What follows belongs to an exercise in optimizing a design on an open flow for small area, a short achievable clock period and few clock cycles per item; a production flow would make more cautious choices.
Where RTL was checked, it was by simulation tests only, not by an equivalence proof against the original.

Design ysyx_divunit, start of the top module:
module ysyx_divunit (
    input             clk,
    input             rstn,
    input             div_valid,
    input             div_word,
    input             div_sign,
    input             alu_sec,
    input      [63:0] dividend,
    input      [63:0] divisor,
    output            res_rdy,
    output     [63:0] div_res
);
localparam S_IDLE = 3'd0, S_SHIFT = 3'd1, S_ITER = 3'd2, S_NEG = 3'd3, S_DONE = 3'd4;
reg  [2:0]  state;
reg  [63:0] rem;      
reg  [63:0] dn;       
reg  [63:0] quo;      
reg  [5:0]  cnt;      
reg  [5:0]  pa_r, pb_r;   
reg         va_r, na_r;
reg         vb_r, nb_r, sec_r, w_r, cin_r, negq_r, negr_r, done_r;
reg         at_r, bt_r;   
reg  [2:0]  f1, f0;
wire [63:0] a64 = div_word ? {{32{div_sign & dividend[31]}}, dividend[31:0]} : dividend;
wire [63:0] b64 = div_word ? {{32{div_sign & divisor[31]}},  divisor[31:0]}  : divisor;
wire        na  = div_sign & a64[63];
wire        nb  = div_sign & b64[63];
  ...
clock: 10.0 ns
lec_check: 0
cap_margin: 20
core_margin: 2
core_utilization: 50
place_density: 0.6
setup_slack_margin: 5
slew_margin: 20
standard.sh (not shown) runs the stock make flow with config.mk's settings and CLKGATE_MAP_FILE= SYNTH_SCRIPT=/design/flow/synth_recipe.tcl, a recipe that flattens the netlist after the stock synthesis.
==> flow/flow/run.sh <==
#!/bin/bash
set -euo pipefail
bash standard.sh "BUFFER_PORTS_ARGS=-buffer_cell sky130_fd_sc_hd__buf_1" \
  "CTS_ARGS=-sink_clustering_enable -repair_clock_nets -dont_use_dummy_load" \
  SETUP_SLACK_MARGIN=5.75 finish > standard.log 2>&1
Testbench counts at the start, summed over its fixed seeds: cycles 37,018, divs 3,200.
Change:
--- a/flow/design.v
+++ b/flow/design.v
@@ -76,85 +76,96 @@
 wire        fl = ~nb_r;
 wire [5:0]  sh = sdif;
 wire [63:0] y0 = quo;
 wire [63:0] y1 = sh[0] ? {y0[62:0], {1{fl}}}  : y0;
 wire [63:0] y2 = sh[1] ? {y1[61:0], {2{fl}}}  : y1;
 wire [63:0] y3 = sh[2] ? {y2[59:0], {4{fl}}}  : y2;
 wire [63:0] y4 = sh[3] ? {y3[55:0], {8{fl}}}  : y3;
 wire [63:0] y5 = sh[4] ? {y4[47:0], {16{fl}}} : y4;
 wire [63:0] y6 = sh[5] ? {y5[31:0], {32{fl}}} : y5;
 wire        q;
 wire [64:0] sum;
-add_pfx #(.N(65)) u_add (.a({at_r, rem}), .b({bt_r, dn}), .ci(cin_r), .s(sum), .co(q));
+wire        bt = bt_r & ~((state == S_SHIFT) & k0);
+add_pfx #(.N(65)) u_add (.a({at_r, rem}), .b({bt, dn}), .ci(cin_r), .s(sum), .co(q));
 wire [63:0] t = sum[63:0];
 wire        qb = q | (sum[64] & ~at_r);
+wire        q2;
+wire [63:0] sum2_unused;
+add_pfx #(.N(64)) u_cmp (.a(rem), .b({1'b1, dn[63:1]}), .ci(cin_r), .s(sum2_unused), .co(q2));
 wire last   = (cnt == 6'd0);
+wire can2   = (state == S_ITER) & (cnt[5:1] != 5'd0);      
+wire skip   = can2 & ~q & ~q2;
 wire s_idle = (state == S_IDLE), s_iter = (state == S_ITER);
 wire mvq    = s_iter & last & ~sec_r;                 
 wire [63:0] alt = s_idle ? xa : (mvq ? {quo[62:0], qb} : rem);
 reg  [2:0] nxt;
 always @* begin
     nxt = state;
     case (state)
         S_IDLE:  if (div_valid) nxt = k0e ? S_DONE : S_SHIFT;
-        S_SHIFT: nxt = k0 ? ((sec_r & na_r) ? S_NEG : S_DONE) : S_ITER;
+        S_SHIFT: nxt = k0 ? S_DONE : S_ITER;
         S_ITER:  if (last) nxt = (negq_r | negr_r) ? S_NEG : S_DONE;
         S_NEG:   nxt = S_DONE;
         default: nxt = S_IDLE;
     endcase
 end
-wire [5:0] cnt_nxt  = (state == S_SHIFT) ? sdif : cnt - 6'd1;
-wire       mvq_nxt  = (nxt == S_ITER) & (cnt_nxt == 6'd0) & ~sec_r;
+wire [5:0] cnt_nxt  = (state == S_SHIFT) ? sdif : cnt - (skip ? 6'd2 : 6'd1);
+wire [5:0] cnt_m1   = (state == S_SHIFT) ? sdif : cnt - 6'd1;
+wire [5:0] cnt_m2   = cnt - 6'd2;
+wire       mvq_nxt  = (nxt == S_ITER) & ~sec_r & (skip ? (cnt_m2 == 6'd0) : (cnt_m1 == 6'd0));
 always @(posedge clk or negedge rstn) begin
     if (!rstn) begin
         state  <= S_IDLE;
         done_r <= 1'b0;
         at_r   <= 1'b0;
         bt_r   <= 1'b0;
     end else begin
         state  <= nxt;
         done_r <= (nxt == S_DONE);
         at_r   <= (nxt == S_SHIFT) | (nxt == S_NEG) | ((nxt == S_ITER) & ~mvq_nxt);
         bt_r   <= (nxt == S_SHIFT) | (nxt == S_NEG);
     end
 end
 always @(posedge clk) begin
     dn  <= s_idle ? 64'd0 :
            (state == S_SHIFT) ? (k0 ? {64{1'b1}} : y6) :
-           (s_iter & ~last) ? {1'b1, dn[63:1]} : {64{1'b1}};
-    quo <= s_idle ? ~xb : (state == S_SHIFT) ? 64'd0 : {quo[62:0], qb};
+           (s_iter & ~last) ? (skip ? {2'b11, dn[63:2]} : {1'b1, dn[63:1]}) : {64{1'b1}};
+    quo <= s_idle ? ~xb : (state == S_SHIFT) ? 64'd0 : skip ? {quo[61:0], 2'b00} : {quo[62:0], qb};
 end
 always @(posedge clk) begin
     rem <= q ? t : alt;
     cnt <= cnt_nxt;
     case (state)
         S_IDLE: begin
             nb_r   <= nb;
             sec_r  <= alu_sec;
             w_r    <= div_word;
             cin_r  <= na;
             negq_r <= ~alu_sec & (na ^ nb);
             negr_r <= alu_sec & na;
             na_r   <= na;
             va_r   <= ma[6];
             vb_r   <= mb[6];
             pa_r   <= ma[5:0];
             pb_r   <= mb[6] ? mb[5:0] : 6'd0;
             f1     <= alu_sec ? {~na & ~div_word, ~na, ~na} : 3'b000;
             f0     <= alu_sec ? {na & ~div_word, na, na} : 3'b000;
         end
         S_SHIFT: begin
-            cin_r <= ~nb_r & ~k0;
-            if (!k0 || sec_r) begin
+            cin_r <= ~nb_r;
+            if (!k0) begin
                 f1 <= 3'b111;
                 f0 <= 3'b000;
+            end else if (sec_r) begin      
+                f1 <= {~na_r & ~w_r, ~na_r, ~na_r};
+                f0 <= {na_r & ~w_r, na_r, na_r};
             end else begin                 
                 f1 <= {bz & ~na_r & ~w_r, bz & ~na_r, bz};
                 f0 <= {bz & ~na_r & ~w_r, bz & ~na_r, bz};
             end
         end
         S_ITER: begin
             if (last) cin_r <= 1'b0;
         end
         S_NEG: begin
             f1 <= 3'b000;
             f0 <= {~w_r, 2'b11};
After rerunning:
- utilization is higher by 1.7 points
- count of clock-buffer cells in the layout is higher by 2
- via count is higher by 11%
No functional check of the RTL was part of the second run of this note.

## what the ideal ports hide
How much do the figures lean on ideal ports? The routed layouts below were timed once more, with nothing changed but the port constraints. Step 1 (the two cells are an assumption about what drives the block):
set clk [get_ports {clk}]
set_driving_cell -lib_cell sky130_fd_sc_hd__clkbuf_16 $clk
set_driving_cell -lib_cell sky130_fd_sc_hd__buf_2 [delete_from_list [all_inputs] $clk]
Step 2, shift: input delay + t, output delay - t, t = (earliest + latest rising clock arrival at the registers) / 2. This alone moves slack from input paths to output paths. a / b / c = no drivers / after step 1 / after step 2; a / b = the first two.
run | t (ns) | setup slack, ns | hold WS [ns] | worst setup path after step 2
the first run | 0.609 | 5.800 / 5.830 / 5.225 | 0.508 / 0.508 / 0.508 | input to register
the second run | 0.629 | 5.608 / 5.608 / 5.182 | 0.590 / 0.590 / 0.590 | input to register
After both steps setup and hold are still met in every run listed. The setup slack of the first run, which loses most, moves by +0.030 ns with the drivers and by -0.575 ns with both steps.
